This is an optimization exercise on Yosys and OpenROAD, whose aim is small area, not a production implementation. Only simulation tests tie the RTL to the original design; equivalence was not proved. Power and IR drop assume default switching activity.

===== design/flow/constraint.sdc =====
create_clock -name core_clock -period 10.0 [get_ports {clk}]
set_input_delay 2.0000 -clock core_clock [delete_from_list [all_inputs] [get_ports {clk}]]
set_output_delay 2.0000 -clock core_clock [all_outputs]
set_load 0.01 [all_outputs]

===== design/flow/run.sh =====
#!/bin/bash
# synth_recipe.tcl (not shown) runs the flow's synth.tcl, then flattens the netlist and writes it again
# the make line also repeats each setting of config.mk as NAME=value (left out here)
make -C /OpenROAD-flow-scripts/flow DESIGN_CONFIG=/design/flow/config.mk WORK_HOME=/design/flow/orfs CLKGATE_MAP_FILE= SYNTH_SCRIPT=/design/flow/synth_recipe.tcl finish

===== design/flow/config.mk =====
export PLATFORM = sky130hd
export DESIGN_NAME = ImagineThinker
export DESIGN_NICKNAME = ImagineThinker
export VERILOG_FILES = /design/flow/design.v
export SDC_FILE = /design/flow/constraint.sdc
export NUM_CORES = 4
export LEC_CHECK = 0
export CAP_MARGIN = 20
export CORE_MARGIN = 2
export CORE_UTILIZATION = 40
export SLEW_MARGIN = 20

===== design/flow/design.v =====
`timescale 1ns / 1ps
module Data_MUX(S_1,S_0,sel,Out);
    input [15:0] S_0;
    input [15:0] S_1;
    input sel;
    output [15:0] Out;
	 reg [15:0] Out;
	 always @ (S_0,S_1,sel)
	 begin
		case(sel)
			0: Out = S_0;
			1: Out = S_1;
		endcase
	 end
endmodule
`timescale 1ns / 1ps
module Decoder(In_Code,J,B,Mem,Store,Div,Im,MWE,Mux,RWE);
    input [7:0] In_Code;
    output J;
    output B;
    output Mem;
    output Store;
    output Div;
    output Im;
    output MWE;
    output Mux;
    output RWE;
    reg J;
    reg B;
    reg Mem;
    reg Store;
    reg Div;
    reg Im;
    reg MWE;
    reg Mux;
    reg RWE;
	 parameter OP_SIZE  = 8;
	 parameter [OP_SIZE-1:0] ADD_OP = 8'b10000000;
	 parameter [OP_SIZE-1:0] SUB_OP = 8'b10000001;
	 parameter [OP_SIZE-1:0] MUL_OP = 8'b10000010;
	 parameter [OP_SIZE-1:0] DIV_OP = 8'b10000011;
	 parameter [OP_SIZE-1:0] REAL_OP = 8'b10000100;
	 parameter [OP_SIZE-1:0] IMAGINE_OP = 8'b10000101;
	 parameter [OP_SIZE-1:0] CONJ_OP = 8'b10000110;
	 parameter [OP_SIZE-1:0] MOVE = 8'b10000111;
	 parameter [OP_SIZE-1:0] LESS_COMP = 8'b10001001;
	 parameter [OP_SIZE-1:0] EQUAL_COMP = 8'b10001010;
	 parameter [OP_SIZE-1:0] LORE_COMP = 8'b10001011;
	 parameter [OP_SIZE-1:0] GREAT_COMP = 8'b10001100;
	 parameter [OP_SIZE-1:0] NEQUAL_COMP = 8'b10001101;
	 parameter [OP_SIZE-1:0] GORE_COMP = 8'b10001110;
	 parameter [OP_SIZE-1:0] STORE = 8'b10001111;
	 parameter [OP_SIZE-1:0] LOAD = 8'b10011111;
	 parameter [OP_SIZE-1:0] BRANCH =  8'b10010000;
	 parameter [OP_SIZE-1:0] JUMP =  8'b10110000;
	 parameter [OP_SIZE-1:0] IMED_LD = 8'b10100000;
	 always @ (In_Code)
	 begin
	 case(In_Code)
	 ADD_OP:
	 begin
		J = 0;
		B = 0;
		Mem = 0;
     	Store = 0;
		Div = 0;
		Im = 0;
		MWE = 0;
		Mux = 0;
		RWE = 1;
	 end
	 SUB_OP:
	 begin
		J = 0;
		B = 0;
		Mem = 0;
     	Store = 0;
		Div = 0;
		Im = 0;
		MWE = 0;
		Mux = 0;
		RWE = 1;
	 end
	 MUL_OP:
	 begin
		J = 0;
		B = 0;
		Mem = 0;
     	Store = 0;
		Div = 0;
		Im = 0;
		MWE = 0;
		Mux = 0;
		RWE = 1;
	 end
	 DIV_OP:
	 begin
		J = 0;
		B = 0;
		Mem = 0;
     	Store = 0;
		Div = 1;
		Im = 0;
		MWE = 0;
		Mux = 0;
		RWE = 1;
	 end
	 REAL_OP:
	 begin
		J = 0;
		B = 0;
		Mem = 0;
     	Store = 0;
		Div = 0;
		Im = 0;
		MWE = 0;
		Mux = 0;
		RWE = 1;
	 end
	 IMAGINE_OP:
	 begin
		J = 0;
		B = 0;
		Mem = 0;
     	Store = 0;
		Div = 0;
		Im = 0;
		MWE = 0;
		Mux = 0;
		RWE = 1;
	 end
	 CONJ_OP:
	 begin
		J = 0;
		B = 0;
		Mem = 0;
     	Store = 0;
		Div = 0;
		Im = 0;
		MWE = 0;
		Mux = 0;
		RWE = 1;
	 end
	 IMED_LD:
	 begin
		J = 0;
		B = 0;
		Mem = 0;
     	Store = 0;
		Div = 0;
		Im = 1;
		MWE = 0;
		Mux = 0;
		RWE = 1;
	 end
	 LESS_COMP:
	 begin
		J = 0;
		B = 0;
		Mem = 0;
     	Store = 0;
		Div = 0;
		Im = 0;
		MWE = 0;
		Mux = 0;
		RWE = 0;
	 end
	 EQUAL_COMP:
	 begin
		J = 0;
		B = 0;
		Mem = 0;
     	Store = 0;
		Div = 0;
		Im = 0;
		MWE = 0;
		Mux = 0;
		RWE = 0;
	 end
	 LORE_COMP:
	 begin
		J = 0;
		B = 0;
		Mem = 0;
     	Store = 0;
		Div = 0;
		Im = 0;
		MWE = 0;
		Mux = 0;
		RWE = 0;
	 end
	 GREAT_COMP:
	 begin
		J = 0;
		B = 0;
		Mem = 0;
     	Store = 0;
		Div = 0;
		Im = 0;
		MWE = 0;
		Mux = 0;
		RWE = 0;
	 end
	 NEQUAL_COMP:
	 begin
		J = 0;
		B = 0;
		Mem = 0;
     	Store = 0;
		Div = 0;
		Im = 0;
		MWE = 0;
		Mux = 0;
		RWE = 0;
	 end
	 GORE_COMP:
	 begin
		J = 0;
		B = 0;
		Mem = 0;
     	Store = 0;
		Div = 0;
		Im = 0;
		MWE = 0;
		Mux = 0;
		RWE = 0;
	 end
	 STORE:
	 begin
		J = 0;
		B = 0;
		Mem = 1;
     	Store = 1;
		Div = 0;
		Im = 0;
		MWE = 1;
		Mux = 0;
		RWE = 0;
	 end
	 LOAD:
	 begin
		J = 0;
		B = 0;
		Mem = 1;
     	Store = 0;
		Div = 0;
		Im = 0;
		MWE = 0;
		Mux = 1;
		RWE = 1;
	 end
	 BRANCH:
	 begin
		J = 0;
		B = 1;
		Mem = 0;
     	Store = 0;
		Div = 0;
		Im = 0;
		MWE = 0;
		Mux = 0;
		RWE = 0;
	 end
	 JUMP:
	 begin
		J = 1;
		B = 0;
		Mem = 0;
     	Store = 0;
		Div = 0;
		Im = 0;
		MWE = 0;
		Mux = 0;
		RWE = 0;
	 end
	 MOVE:
	 begin
		J = 0;
		B = 0;
		Mem = 0;
     	Store = 0;
		Div = 0;
		Im = 0;
		MWE = 0;
		Mux = 0;
		RWE = 1;
	 end
	 default:
	 begin
		J = 0;
		B = 0;
		Mem = 0;
     	Store = 0;
		Div = 0;
		Im = 0;
		MWE = 0;
		Mux = 0;
		RWE = 0;
	 end
	 endcase
	 end
endmodule
`timescale 1ns / 1ps
module ALU(A1,A2,B1,B2,Op,Out1,Out2,CompReg,clk,rst);
	 parameter NUMBER_SIZE = 8;
	 parameter OP_SIZE  = 4;
	 parameter [OP_SIZE-1:0] ADD_OP = 4'b0000;
	 parameter [OP_SIZE-1:0] SUB_OP = 4'b0001;
	 parameter [OP_SIZE-1:0] MUL_OP = 4'b0010;
	 parameter [OP_SIZE-1:0] REAL_OP = 4'b0100;
	 parameter [OP_SIZE-1:0] IMAGINE_OP = 4'b0101;
	 parameter [OP_SIZE-1:0] CONJ_OP = 4'b0110;
	 parameter [OP_SIZE-1:0] LESS_COMP = 4'b1001;
	 parameter [OP_SIZE-1:0] EQUAL_COMP = 4'b1010;
	 parameter [OP_SIZE-1:0] LORE_COMP = 4'b1011;
	 parameter [OP_SIZE-1:0] GREAT_COMP = 4'b1100;
	 parameter [OP_SIZE-1:0] NEQUAL_COMP = 4'b1101;
	 parameter [OP_SIZE-1:0] GORE_COMP = 4'b1110;
	 parameter [OP_SIZE-1:0] MEM_ACCESS = 4'b1111;
	 parameter [OP_SIZE-1:0] MOVE = 4'b0111;
	 parameter [NUMBER_SIZE-1:0] TRUE = 8'b11111111;
	 parameter [NUMBER_SIZE-1:0] FALSE = 8'b00000000;
    input [NUMBER_SIZE-1:0] A1;
	 input [NUMBER_SIZE-1:0] A2;
    input [NUMBER_SIZE-1:0] B1;
    input [NUMBER_SIZE-1:0] B2;	 	 
    input [OP_SIZE-1:0] Op;
	 input clk;
	 input rst;
    output [NUMBER_SIZE-1:0] Out1;
	 output [NUMBER_SIZE-1:0] Out2;
    output CompReg;
    reg [NUMBER_SIZE-1:0] Out1;
    reg [NUMBER_SIZE-1:0] Out2;
    reg CompReg;
	 wire [NUMBER_SIZE*2-1:0] MemSum;
	 assign MemSum = $signed({A1,A2})+$signed({B1,B2});
always @ (A1,A2,B1,B2,Op)
begin
	case(Op)
		ADD_OP : 
		begin
			Out1 = A1+B1;
			Out2 = A2+B2;
		end
		SUB_OP :
		begin
			Out1 = A1-B1;
			Out2 = A2-B2;
		end
		MUL_OP :
		begin
			Out1 = $signed(A1*B1) - $signed(A2*B2);
			Out2 = $signed(A1*B2) + $signed(A2*B1);
		end
		REAL_OP:
		begin
			Out1 = A1;
			Out2 = 8'd0;
		end
		IMAGINE_OP:
		begin
			Out1 = A2;
			Out2 = 8'd0;
		end
		CONJ_OP:
		begin
			Out1 = A1;
			Out2 = -A2;
		end
		LESS_COMP:
		begin
			if(A1<B1)
			begin
				Out1 = TRUE;
				Out2 = TRUE;
			end
			else
			begin
				Out1 = FALSE;
				Out2 = FALSE;
			end
		end 
		EQUAL_COMP:
		begin
			if((A1==B1)&&(A2==B2))
			begin
				Out1 = TRUE;
				Out2 = TRUE;
			end
			else
			begin
				Out1 = FALSE;
				Out2 = FALSE;
			end
		end 
		LORE_COMP:
		begin
			if(A1<=B1)
			begin
				Out1 = TRUE;
				Out2 = TRUE;
			end
			else
			begin
				Out1 = FALSE;
				Out2 = FALSE;
			end
		end 
		GREAT_COMP:
		begin
			if(A1>B1)
			begin
				Out1 = TRUE;
				Out2 = TRUE;
			end
			else
			begin
				Out1 = FALSE;
				Out2 = FALSE;
			end
		end 
		NEQUAL_COMP:
		begin
			if((A1!=B1)||(A2!=B2))
			begin
				Out1 = TRUE;
				Out2 = TRUE;
			end
			else
			begin
				Out1 = FALSE;
				Out2 = FALSE;
			end
		end 
		GORE_COMP:
		begin
			if(A1>=B1)
			begin
				Out1 = TRUE;
				Out2 = TRUE;
			end
			else
			begin
				Out1 = FALSE;
				Out2 = FALSE;
			end
		end
		MEM_ACCESS:
		begin
			Out1 = MemSum[NUMBER_SIZE*2-1:NUMBER_SIZE];
			Out2 = MemSum[NUMBER_SIZE-1:0];
		end
		MOVE:
		begin
			Out1 = A1;
			Out2 = A2;
		end
		default: 
		begin
			Out1 = FALSE;
			Out2 = FALSE;
		end
	endcase
end
always @ (posedge clk)
begin
	if(rst)
		CompReg <= 1'b0;
	else
	case(Op)
		LESS_COMP : CompReg <= A1<B1;
		EQUAL_COMP : CompReg <= (A1==B1)&&(A2==B2);
		LORE_COMP : CompReg <= A1<=B1;
		GREAT_COMP : CompReg <= A1>B1;
		NEQUAL_COMP : CompReg <= (A1!=B1)||(A2!=B2);
		GORE_COMP : CompReg <= A1>=B1;
		default : CompReg <= CompReg;
	endcase
end
endmodule
`timescale 1ns / 1ps
module Division_Mod(A1,A2,B1,B2,Out1,Out2,Stall,Op,clk,rst);
	 parameter DATA_SIZE  = 8;
	 parameter OP_SIZE = 4;
	 parameter [OP_SIZE-1:0] DIV_OP = 4'b0011;
    input clk;
    input rst;
	 input [DATA_SIZE-1:0] A1;
	 input [DATA_SIZE-1:0] A2;
    input [DATA_SIZE-1:0] B1;
    input [DATA_SIZE-1:0] B2;
	 wire [DATA_SIZE*2:0] C1;
	 assign C1 = $signed(A1)*$signed(B1)+$signed(A2)*$signed(B2);
	 wire [DATA_SIZE*2:0] C2;
	 assign C2 = $signed(A2)*$signed(B1)-$signed(A1)*$signed(B2);
	 wire [DATA_SIZE*2:0] div;
	 assign div = $signed(B1)*$signed(B1)+$signed(B2)*$signed(B2);
	 wire neg1;
	 assign neg1 = C1[DATA_SIZE*2];
	 wire neg2;
	 assign neg2 = C2[DATA_SIZE*2];
	 wire negDiv;
	 assign negDiv = div[DATA_SIZE*2];
	 reg [DATA_SIZE*2:0] D1;
	 always @(C1,neg1)
	 begin
		if(neg1)
			D1 = -C1;
		else
			D1 = C1;
	 end
	 reg [DATA_SIZE*2:0] D2;
	 always @(C2,neg2)
	 begin
		if(neg2)
			D2 = -C2;
		else
			D2 = C2;
	 end
	 reg [DATA_SIZE*2:0] divAbs;
	 always @ (div,negDiv)
	 begin
		if(negDiv)
			divAbs = -div;
		else
			divAbs = div;
	 end
	 wire negOut1;
	 assign negOut1 = neg1 ^ negDiv;
	 wire negOut2;
	 assign negOut2 = neg2 ^ negDiv;
    output [DATA_SIZE-1:0] Out1;
    output [DATA_SIZE-1:0] Out2;	 
    output Stall;
    input [3:0] Op;
	 reg [3:0] State;
	 wire Stall;
	 assign Stall = (State!=4'd1)&&(Op==DIV_OP);
	 parameter NUMBER_OF_ZEROS = DATA_SIZE-2;
	 parameter NUMBER_OF_COMPARISIONS = NUMBER_OF_ZEROS + 1;
	 parameter HIGHEST_STATE = NUMBER_OF_ZEROS + 2;
	 parameter SIZE_OF_D1 = DATA_SIZE*2+1;
	 always @ (posedge clk)
	 begin
	 if(rst)
		State <= 4'd0;
	 else if(Op==DIV_OP)
		begin	
			if(State>0)
				State <= State-1;
			else
				State <= HIGHEST_STATE;
		end
	 end
	 reg [DATA_SIZE-1:0] OutAbs1;
	 reg [DATA_SIZE-1:0] OutAbs2;
	 reg [SIZE_OF_D1+NUMBER_OF_ZEROS:0] SubReg1;
	 reg [SIZE_OF_D1+NUMBER_OF_ZEROS:0] SubReg2;
	 reg [SIZE_OF_D1+NUMBER_OF_ZEROS:0] ShiftReg; 
	 reg [DATA_SIZE-1:0] IncReg;
	 always @ (posedge clk)
	 begin
		if((State==4'd0)&&(Op==DIV_OP))
		begin
			OutAbs1 <= 17'd0;
			OutAbs2 <= 17'd0;
			SubReg1 <= {16'd0,D1};
			SubReg2 <= {16'd0,D2};
			ShiftReg <= {divAbs,6'd0};
			IncReg <= 8'b01000000;
		end
		else if(State>1)
		begin
			if(ShiftReg<=SubReg1)
			begin
				SubReg1 <= SubReg1-ShiftReg;
				OutAbs1 <= OutAbs1+IncReg;
			end
			if(ShiftReg<=SubReg2)
			begin
				SubReg2 <= SubReg2-ShiftReg;
				OutAbs2 <= OutAbs2+IncReg;
			end
			IncReg <= IncReg>>1;
			ShiftReg <= ShiftReg>>1;
		end
	 end
	 reg [DATA_SIZE-1:0] Out1;
	 always @ (negOut1,OutAbs1)
	 begin
			if(negOut1)
				Out1 = -OutAbs1;
			else
				Out1 = OutAbs1;
	 end
	 reg [DATA_SIZE-1:0] Out2;
	 always @ (negOut2,OutAbs2)
	 begin
			if(negOut2)
				Out2 = -OutAbs2;
			else
				Out2 = OutAbs2;
	 end
endmodule
`timescale 1ns / 1ps
module EX_Stage(J,B,Mem,Store,Div,Im,OpCode,MWE,Mux,RWE,Data_A,Data_B,A_Reg,B_Reg,C_Reg,clk,
						shouldJump,stall,MWE_Out,Mux_Out,RWE_Out,ALU_Result,Data_B_Out,C_Reg_Out,BranchAmmount,rst);
	 output [15:0] BranchAmmount;
	 wire [15:0] BranchAmmount;
    input J;
    input B;
    input Mem;
    input Store;
    input Div;
    input Im;
    input [3:0] OpCode;
    input MWE;
    input Mux;
    input RWE;
    input [15:0] Data_A;
    input [15:0] Data_B;
    input [7:0] A_Reg;
    input [7:0] B_Reg;
    input [7:0] C_Reg;
	 input clk;
	 input rst;
    output shouldJump;
    output stall;
    output MWE_Out;
    output Mux_Out;
    output RWE_Out;
	 output [15:0] ALU_Result;
	 output [15:0] Data_B_Out;
    output [7:0] C_Reg_Out;
	 wire shouldJump;
    wire stall;
    wire MWE_Out;
    wire Mux_Out;
    wire RWE_Out;
	 wire [15:0] ALU_Result;
	 wire [15:0] Data_B_Out;
    wire [7:0] C_Reg_Out;
	 assign BranchAmmount = {A_Reg,B_Reg};
	 wire [15:0] B_or_C;
	 Data_MUX B_or_C_MUX({8'b00000000,C_Reg},{8'b00000000,B_Reg},Store,B_or_C);
	 wire [15:0] data_or_mem;
	 Data_MUX data_or_mem_MUX(B_or_C,Data_B,Mem,data_or_mem);
	 wire [15:0] div_res;
	 Division_Mod d_mod(Data_A[15:8],Data_A[7:0],data_or_mem[15:8],data_or_mem[7:0],div_res[15:8],div_res[7:0],stall,OpCode,clk,rst);
	 wire [15:0] alu_out;
	 wire compRes;
	 ALU alu(Data_A[15:8],Data_A[7:0],data_or_mem[15:8],data_or_mem[7:0],OpCode,alu_out[15:8],alu_out[7:0],compRes,clk,rst);
	 assign shouldJump = J | (B & compRes);
	 wire [15:0] div_or_not;
	 Data_MUX div_or_not_MUX(div_res,alu_out,Div,div_or_not);
	 Data_MUX alu_out_MUX({A_Reg,B_Reg},div_or_not,Im,ALU_Result);
	 assign Data_B_Out = Data_B;
	 assign C_Reg_Out = C_Reg;
	 assign MWE_Out = MWE;
	 assign Mux_Out = Mux;
	 assign RWE_Out = RWE;
endmodule
`timescale 1ns / 1ps
module PC_MOD(shouldJump,BranchAmmount,clk,PC,stall,rst);
	 parameter DELAY_SUB = 8; 
    input shouldJump;
    input [15:0] BranchAmmount;
    input clk;
    output [15:0] PC;
    reg [15:0] PC;
	 reg [15:0] newPC;
	 input stall;
	 input rst;
	 always @ (shouldJump, BranchAmmount, PC)
	 begin
		if(shouldJump)
			newPC = PC+BranchAmmount - DELAY_SUB;
		else
			newPC = PC + 4;
	 end
	 always @ (posedge clk)
	 begin
	 if(rst)
		PC <= 16'd0;
	 else if(~stall)
		PC <= newPC;
	 end
endmodule
`timescale 1ns / 1ps
module Inst_Reg(Opi,Ai,Bi,Ci,Opo,Ao,Bo,Co,stall,clk,rst);
    input [7:0] Opi;
    input [7:0] Ai;
    input [7:0] Bi;
    input [7:0] Ci;
    output [7:0] Opo;
	 reg [7:0] Opo;
    output [7:0] Ao;
	 reg [7:0] Ao;
    output [7:0] Bo;
	 reg [7:0] Bo;
    output [7:0] Co;
	 reg [7:0] Co;
    input stall;
    input clk;
	 input rst;
	 always @ (posedge clk)
	 begin
	 if(rst)
	 begin
		Opo <= 8'h08;
		Ao <= 8'd0;
		Bo <= 8'd0;
		Co <= 8'd0;
	 end
	 else if(~stall)
	 begin
		Opo <= Opi;
		Ao <= Ai;
		Bo <= Bi;
		Co <= Ci;
	 end
	 end
endmodule
`timescale 1ns / 1ps
module Reg_Block(Addr_Out_A,Addr_Out_B,Addr_In,Data_In,WE,Data_Out_A,Data_Out_B,clk);
	 parameter ADDR_WIDTH = 5;
	 parameter DATA_WIDTH = 16;
	 parameter RAM_DEPTH = 1 << ADDR_WIDTH;
    input [7:0] Addr_Out_A; 
    input [7:0] Addr_Out_B;
    input [7:0] Addr_In;
    input [15:0] Data_In;
    input WE;
    output [15:0] Data_Out_A;
	 wire [15:0] Data_Out_A;
    output [15:0] Data_Out_B;
	 wire [15:0] Data_Out_B;
	 input clk;
	 reg [DATA_WIDTH-1:0] regBlock [RAM_DEPTH-1:0];
	always @ (negedge clk) 
	begin
		if(WE)
		begin
			regBlock[Addr_In[ADDR_WIDTH-1:0]] <= Data_In;
		end
	end
		assign Data_Out_A = regBlock[Addr_Out_A[ADDR_WIDTH-1:0]];
		assign Data_Out_B = regBlock[Addr_Out_B[ADDR_WIDTH-1:0]];
endmodule
`timescale 1ns / 1ps
module Dec_To_Ex_Reg(Ji,Jo,Bi,Bo,Memi,Memo,Storei,Storeo,Divi,Divo,Imi,Imo,MWEi,MWEo,
							Muxi,Muxo,RWEi,RWEo,DATA_Ai,DATA_Ao,DATA_Bi,DATA_Bo,A_Regi,A_Rego,
							B_Regi,B_Rego,C_Regi,C_Rego,stall,clk,Opi,Opo,rst);
    input Ji;
    output Jo;
	 reg Jo;
    input Bi;
    output Bo;
	 reg Bo;
    input Memi;
    output Memo;
	 reg Memo;
    input Storei;
    output Storeo;
	 reg Storeo;
    input Divi;
    output Divo;
	 reg Divo;
    input Imi;
    output Imo;
	 reg Imo;
	 input [3:0] Opi;
    output [3:0] Opo;
	 reg [3:0] Opo;
    input MWEi;
    output MWEo;
	 reg MWEo;
    input Muxi;
    output Muxo;
	 reg Muxo;
    input RWEi;
    output RWEo;
	 reg RWEo;
    input [15:0] DATA_Ai;
    output [15:0] DATA_Ao;
	 reg [15:0] DATA_Ao;
    input [15:0] DATA_Bi;
    output [15:0] DATA_Bo;
	 reg [15:0] DATA_Bo;
    input [7:0] A_Regi;
    output [7:0] A_Rego;
	 reg [7:0] A_Rego;
    input [7:0] B_Regi;
    output [7:0] B_Rego;
	 reg [7:0] B_Rego;
    input [7:0] C_Regi;
    output [7:0] C_Rego;
	 reg [7:0] C_Rego;
    input stall;
    input clk;
    input rst;
	 always @ (posedge clk)
	 begin
	 if(rst)
	 begin
		   Jo<=0;
			Bo<=0;
			Memo<=0;
			Storeo<=0;
			Divo<=0;
			Imo<=0;
			Opo<=0;
			MWEo<=0;
			Muxo<=0;
			RWEo<=0;
			DATA_Ao<=16'd0;
			DATA_Bo<=16'd0;
    		A_Rego<=8'd0;
			B_Rego<=8'd0;
			C_Rego<=8'd0;
		end
	 else if(~stall)
		begin
			Jo<=Ji;
			Bo<=Bi;
			Memo<=Memi;
			Storeo<=Storei;
			Divo<=Divi;
			Imo<=Imi;
			Opo<=Opi;
			MWEo<=MWEi;
			Muxo<=Muxi;
			RWEo<=RWEi;
			DATA_Ao<=DATA_Ai;
			DATA_Bo<=DATA_Bi;
    		A_Rego<=A_Regi;
			B_Rego<=B_Regi;
			C_Rego<=C_Regi;
		end
	 end
endmodule
`timescale 1ns / 1ps
module Ex_To_Mem_Reg(MWEi,MWEo,Muxi,Muxo,RWEi,RWEo,Resi,Reso,DATA_Bi,DATA_Bo,C_Regi,C_Rego,clk,stall,rst);
    input MWEi;
    output MWEo;
	 reg MWEo;
    input Muxi;
    output Muxo;
	 reg Muxo;
    input RWEi;
    output RWEo;
	 reg RWEo;
    input [15:0] Resi;
    output [15:0] Reso;
	 reg [15:0] Reso;
    input [15:0] DATA_Bi;
    output [15:0] DATA_Bo;
	 reg [15:0] DATA_Bo;
    input [7:0] C_Regi;
    output [7:0] C_Rego;
	 reg [7:0] C_Rego;
    input clk;
    input stall;       
    input rst;
	 always @ (posedge clk)
	 begin
	 if(rst)
		begin
			MWEo <= 0;
			Muxo <= 0;
			RWEo <= 0;
			Reso <= 16'd0;
			DATA_Bo <= 16'd0;
			C_Rego <= 8'd0;	 
		end
	 else if(~stall)
		begin
			MWEo <= MWEi;
			Muxo <= Muxi;
			RWEo <= RWEi;
			Reso <= Resi;
			DATA_Bo <= DATA_Bi;
			C_Rego <= C_Regi;
		end
	 end
endmodule
`timescale 1ns / 1ps
module Mem_To_WB_Reg(RWEi,RWEo,Resi,Reso,C_Regi,C_Rego,clk,stall,rst);
    input RWEi;
    output RWEo;
	 reg RWEo;
    input [15:0] Resi;
    output [15:0] Reso;
	 reg [15:0] Reso;
    input [7:0] C_Regi;
    output [7:0] C_Rego;
	 reg [7:0] C_Rego;
    input clk;
    input stall;
    input rst;
	 always @ (posedge clk)
	 begin
		if(rst)
		begin
			RWEo <= 0;
			Reso <= 16'd0;
			C_Rego <= 8'd0;
		end
		else if(~stall)
		begin
			RWEo <= RWEi;
			Reso <= Resi;
			C_Rego <= C_Regi;
		end
	 end
endmodule
`timescale 1ns / 1ps
module ImagineThinker(clk,rst,inst_addr,inst_data,data_addr,data_rdata,data_wdata,data_we);
    input clk;
	 input rst;
	 output [15:0] inst_addr;
	 input [31:0] inst_data;
	 output [15:0] data_addr;
	 input [15:0] data_rdata;
	 output [15:0] data_wdata;
	 output data_we;
	 wire stall; 
	 wire [15:0] BranchAmmount; 
	 wire shouldJump; 
	 wire [15:0] dataAddr; 
	 wire [15:0] dataOut; 
	 wire [15:0] inData; 
	 wire memWE;  
	 wire [15:0] Data_In; 
	 wire [7:0] Addr_In; 
	 wire WE; 
	 wire [15:0] PC;
	 PC_MOD pc(shouldJump,BranchAmmount,clk,PC,stall,rst);
	 wire [31:0] nextInst;
	 assign inst_addr = PC;
	 assign nextInst = inst_data;
	 assign data_addr = dataAddr;
	 assign dataOut = data_rdata;
	 assign data_wdata = inData;
	 assign data_we = memWE;
	 wire [7:0] Opo;
	 wire [7:0] Ao;
	 wire [7:0] Bo;
	 wire [7:0] Co;
	 Inst_Reg instReg(nextInst[31:24],nextInst[23:16],nextInst[15:8],nextInst[7:0],Opo,Ao,Bo,Co,stall,clk,rst);
	 wire J,B,Mem,Store,Div,Im,MWE,Mux,RWE;
	 Decoder dec(Opo,J,B,Mem,Store,Div,Im,MWE,Mux,RWE);
	 wire [15:0] DATA_A;
	 wire [15:0] DATA_B;
    Reg_Block regBlock(Ao,Bo,Addr_In,Data_In,WE,DATA_A,DATA_B,clk);
	 wire Jo2,Bo2,Memo2,Storeo2,Divo2,Imo2,MWEo2,Muxo2,RWEo2;
	 wire [15:0] DATA_Ao2;
	 wire [15:0] DATA_Bo2;
	 wire [7:0]Ao2;
	 wire [7:0]B_Rego2;
	 wire [7:0]Co2;
	 wire [3:0]Opo2;
	 Dec_To_Ex_Reg DTE_Reg(J,Jo2,B,Bo2,Mem,Memo2,Store,Storeo2,Div,Divo2,Im,Imo2,MWE,MWEo2,
							Mux,Muxo2,RWE,RWEo2,DATA_A,DATA_Ao2,DATA_B,DATA_Bo2,Ao,Ao2,
							Bo,B_Rego2,Co,Co2,stall,clk,Opo[3:0],Opo2,rst);
	 wire MWEo3,Muxo3,RWEo3;
	 wire [15:0] ALU_Resulto3;
	 wire [15:0] DATA_Bo3;
	 wire [7:0] C_Rego3;
	 EX_Stage ExStage(Jo2,Bo2,Memo2,Storeo2,Divo2,Imo2,Opo2,MWEo2,Muxo2,RWEo2,DATA_Ao2,DATA_Bo2,Ao2,B_Rego2,Co2,clk,
						shouldJump,stall,MWEo3,Muxo3,RWEo3,ALU_Resulto3,DATA_Bo3,C_Rego3,BranchAmmount,rst);
	 wire Muxo4,RWEo4;
	 wire [7:0] C_Rego4;
	 Ex_To_Mem_Reg ETM_Reg(MWEo3,memWE,Muxo3,Muxo4,RWEo3,RWEo4,ALU_Resulto3,dataAddr,DATA_Bo3,inData,C_Rego3,C_Rego4,clk,stall,rst);
	 wire [15:0] finalStore;
	 Data_MUX DMux(dataOut,dataAddr,Muxo4,finalStore);
	 Mem_To_WB_Reg MTW_Reg(RWEo4,WE,finalStore,Data_In,C_Rego4,Addr_In,clk,stall,rst);
endmodule

==> run notes <==
Logic synthesis:
- The xor and xnor area share after synthesis is 3.98%.
- The share of synthesized cell area in and, or, nand and nor gates is 8.92%.
- Averaged over all synthesized cells, the footprint is 11.5 um^2.
- The netlist uses 90 different library cells.
- The portion of the post-synthesis area used by sequential elements is 36.2%.
- Of the total synthesized cell area, the portion taken by full adders, half adders and majority gates is 23.0%.
- The number of flip-flops and latches in the synthesized netlist is 789.
- The async set or reset register ratio after synthesis is 0%.
- Yosys mapped a number of flops with a built-in enable equal to 563.
- In this run the cell area of the synthesized design comes to 59200 um^2.
- The multiplexer area fraction after synthesis is 13.7%.
- Summed over all instances, the cell type with the most area after synthesis is edfxtp_1.
- The synthesized net count is 6016.
- The number of warning messages in the yosys log is 10.
- Summing the areas of all compound-gate instances in the mapped netlist gives 7.93% of the synthesized area.
- By area the synthesized netlist is led by edfxtp_1 (29%), fa_1 (16%), mux4_2 (12%).
- By area, the combinational part of the netlist is dominated by adder cells.
- The synthesized design devotes to its leading area cell type 28.6% of total area.
- Synthesis handed over a netlist of 5155 instances.
- The dominant register cell in the synthesized netlist is edfxtp_1.

Placement:
- The final HPWL from detailed placement is 126000 um.
- At the end of routability-driven placement, the weighted congestion stood at 0.936.
- The quantity of I/O buffers inserted on ports is 98.
- The post-detailed-placement cell area is 62600 um^2.

GRT:
- The initial antenna violation count is 11.
- The total overflow left after global routing is 0.
- The wire length of the first global-routing pass is 268000 um.
- The via count of the first global-routing pass is 43400.
- The maximum number of pins on one net before global-route repair is 88.
- The total global routing track utilization is 23.7%.

Clock network:
- In this run the number of H-tree levels came out at 3.
- In this run, CTS created clock tree buffers numbering 83.
- The insertion delay to the later sink of the worst-skew pair is 0.73 ns.
- The clock tree from TritonCTS is yes.
- In this run the deepest clock path goes through 3 buffers.
- The clock slew at the register clock pins of the worst setup and hold paths is 0.07 ns.
- The number of gates resized after CTS was 0.
- The clock sink total is 789.
- The number of hold buffers added after CTS was 0.
- The number of buffers inserted to repair setup after CTS is 0.
- The clock root buffer is clkbuf_16.

Power and ir drop:
- The leakage power is 28.7 nW.
- The switching part of the total power is 49.0%.
- The internal power of the cells is 10.4 mW.
- The cell area power density is 302 nW/um^2.
- The worst supply voltage drop on vdd is 0.000451 V.
- Summed over all nets, the switching power comes to 9.97 mW.
- Registers are responsible for 18.6% of the overall power.
- The clock network is responsible for 20.0% of the overall power.
- Per report_power, the combinational group accounts for 61.3% of the total.

Die:
- The vertical extent of the die is 389 um.
- The die covers 151000 um^2.
- The initial cell density of the core is 40.2%.
- For this design the top-level I/O count stands at 99.
- The number of standard-cell rows in the floorplan is 141.
- The die is 389 um wide.
- The core region is 147000 um^2.

STA:
- The final critical path takes up 89.3% of the cycle.
- The number of hold violations in the final report is 0.
- The count of final setup violators is 0.
- The max-slew violation count came to 0.
- The post-layout minimum cycle time is 8.93 ns.
- The actual slew at the worst max-slew pin is 1.14 ns.
- Measured against its own limit, the worst slew margin works out to 23.6%.
- The fmax is 112 MHz.
- For the final database, setup skew stands at 0.0655 ns.
- Setup repair after global routing left no endpoint under its margin.
- In the final timing run, aggregate negative setup slack is 0 ns.

Worst setup path:
- The nature of the critical path startpoint is a flop.
- At the worst endpoint, the arrival time is 9.50 ns.
- The peak fanout along the critical path is 19.
- By startpoint and endpoint, the worst setup path is classified as flop to flop.
- The data required time at the worst endpoint is 10.57 ns.
- The category of the worst setup path capture point is a flop.

Route:
- The violation count after the first detailed-routing iteration is 3488.
- The total iterations of the first detailed-routing run is 6.
- For this run, design rule violations remaining after detail routing come to 0.
- The number of antenna-violating nets in the routed design is 0.
- The via count is 42200.
- Wires add up to 179000 um.
- The detailed-route wire length per cell is 23.2 um.
- Dividing the detail-routed via count by the number of cells gives 5.47.

Finish:
- The finished cells cover 67400 um^2.
- The area added between synthesis and finish is 13.9%.
- At the end of the flow, the number of nets in the layout was 6569.
- Cells with a size suffix above 1 make up 11.8% of the layout.

Job:
- The tool flagged a number of max-cap violations equal to 0.

Status:
- The flow ran to the end and the layout has no timing, DRC or antenna violations.

Worst hold path:
- The path class of the tightest hold or removal check is flop to flop.
==> final cells by class <==
| cell class | instances | area (um^2) |
|---|---|---|
| well taps | 1930 | 2410 |
| clock buffers | 99 | 2240 |
| diodes | 3 | 7.51 |
| clock inverters | 567 | 2560 |
| inverters | 724 | 2720 |
| flip-flops and latches | 789 | 21500 |
| multi-input cells | 3386 | 34100 |
| fillers | 13600 | 79900 |
| repair buffers | 212 | 1840 |
==> cells by family (layout without fill, tap and decap cells) <==
logic type	count (synthesis)	after routing
AO/OA/AOI/OAI	744	744
XOR/XNOR	258	258
adder cells (fa/ha/maj)	811	811
buffers and inverters	980	1602
flip-flops	789	789
multiplexers	407	407
other	0	3
AND/OR/NAND/NOR	1166	1166
==> cell usage in the layout (no fill, tap or decap), types with 137 or more instances in the layout <==
master / synthesis / final
nand2_1: 436 / 435
nor2_1: 354 / 320
ha_1: 352 / 352
mux4_2: 320 / 320
a21oi_1: 258 / 257
inv_1: 718 / 1235
edfxtp_1: 563 / 563
o21ai_0: 138 / 137
xnor2_1: 176 / 176
dfxtp_1: 226 / 209
fa_1: 459 / 459
==> critical path, cell delays in order (launching register included) <==
cell,delay [ns]
dfxtp_1,0.51
buf_4,0.29
nor2_1,0.07
a21o_1,0.42
buf_4,0.30
nor2_1,0.81
fa_1,0.59
fa_1,0.50
fa_1,0.58
fa_1,0.44
fa_1,0.49
inv_1,0.05
fa_1,0.47
inv_1,0.04
ha_1,0.34
a21oi_1,0.09
a21oi_1,0.23
o211ai_2,0.17
a32oi_2,0.30
a31oi_4,0.15
xnor2_4,0.75
xor2_2,0.45
mux2_1,0.37
a221oi_1,0.30
o21ai_1,0.08
==> sequential cells by signal, indices dropped and copies added (netlist names), 4 cells and up <==
signal and count:
instReg.Opo 8, regBlock.regBlock 512, MTW_Reg.C_Rego 5, ExStage.d_mod.ShiftReg 23, ETM_Reg.DATA_Bo 16, pc.PC 16, instReg.Co 8, ExStage.d_mod.SubReg1 24
DTE_Reg.A_Rego 8, instReg.Bo 8, ExStage.d_mod.IncReg 7, ExStage.d_mod.OutAbs2 8, MTW_Reg.Reso 16, ETM_Reg.Reso 16, ExStage.d_mod.SubReg2 24, ExStage.d_mod.State 4
ExStage.d_mod.OutAbs1 8, DTE_Reg.Opo 4, DTE_Reg.B_Rego 8, instReg.Ao 8, ETM_Reg.C_Rego 5, DTE_Reg.DATA_Bo 16, DTE_Reg.C_Rego 8, DTE_Reg.DATA_Ao 16
==> final timing paths <==
path	start	endpoint	slack (ns)	cells after the start
worst max-delay path	DTE_Reg.Memo$_SDFFE_PP0N_	ETM_Reg.Reso[11]$_SDFFE_PP0N_	1.07	24
worst min register to register	ETM_Reg.C_Rego[1]$_SDFFE_PP0N_	MTW_Reg.C_Rego[1]$_SDFFE_PP0N_	0.45	2
worst min-delay path	ETM_Reg.C_Rego[1]$_SDFFE_PP0N_	MTW_Reg.C_Rego[1]$_SDFFE_PP0N_	0.45	2
worst max register to register	DTE_Reg.Memo$_SDFFE_PP0N_	ETM_Reg.Reso[11]$_SDFFE_PP0N_	1.07	24
==> power by group through the flow <==
stage | clock [mW] | combinational, mW | sequential, mW
2_1_floorplan | 0.303 | 8.46 | 3.76
3_3_place_gp | 0.303 | 12.3 | 3.84
3_5_place_dp | 0.303 | 12.4 | 3.84
4_1_cts | 4.15 | 12.5 | 3.79
5_1_grt | 4.43 | 13.5 | 3.80
6_report | 4.08 | 12.5 | 3.79
==> per-layer routing <==
metal	up-vias	GRT usage (%)	wire length [um]
met5	-	0	45
met4	8	9.78	7210
met3	352	5.63	14200
met2	1620	38.2	85300
met1	21200	30.6	72300
li1	19000	-	-
==> stage by stage <==
step           total power, mW  hold slack [ns]  utilization (%)  cells  setup WS, ns
6_report                  20.4            0.453             45.7   7710          1.07
3_5_place_dp              16.6            0.444             42.5   7042          1.12
3_3_place_gp              16.5            0.440             42.5   7042          1.22
4_1_cts                   20.5            0.455             45.7   7707          1.08
2_1_floorplan             12.5            0.432                -   5155          2.58
5_1_grt                   21.8            0.479             45.7   7709         0.634
==> cells in the mapped netlist (13+ instances only) <==
library cell  number
a21oi_1          258
or3_1             21
nor2b_1           41
dfxtp_1          226
o31ai_1           17
o21ai_0          138
and2_1           101
buf_1             48
xnor2_1          176
nand3_1           43
nand2_1          436
o21a_1            23
nand4_1           13
inv_1            718
fa_1             459
xor2_1            73
nor2_1           354
clkbuf_1         192
nand2b_1          36
mux4_2           320
o22ai_1           24
ha_1             352
edfxtp_1         563
nor3_1            54
a211oi_1          62
a31oi_1           13
mux2i_1           81
a21o_1            80
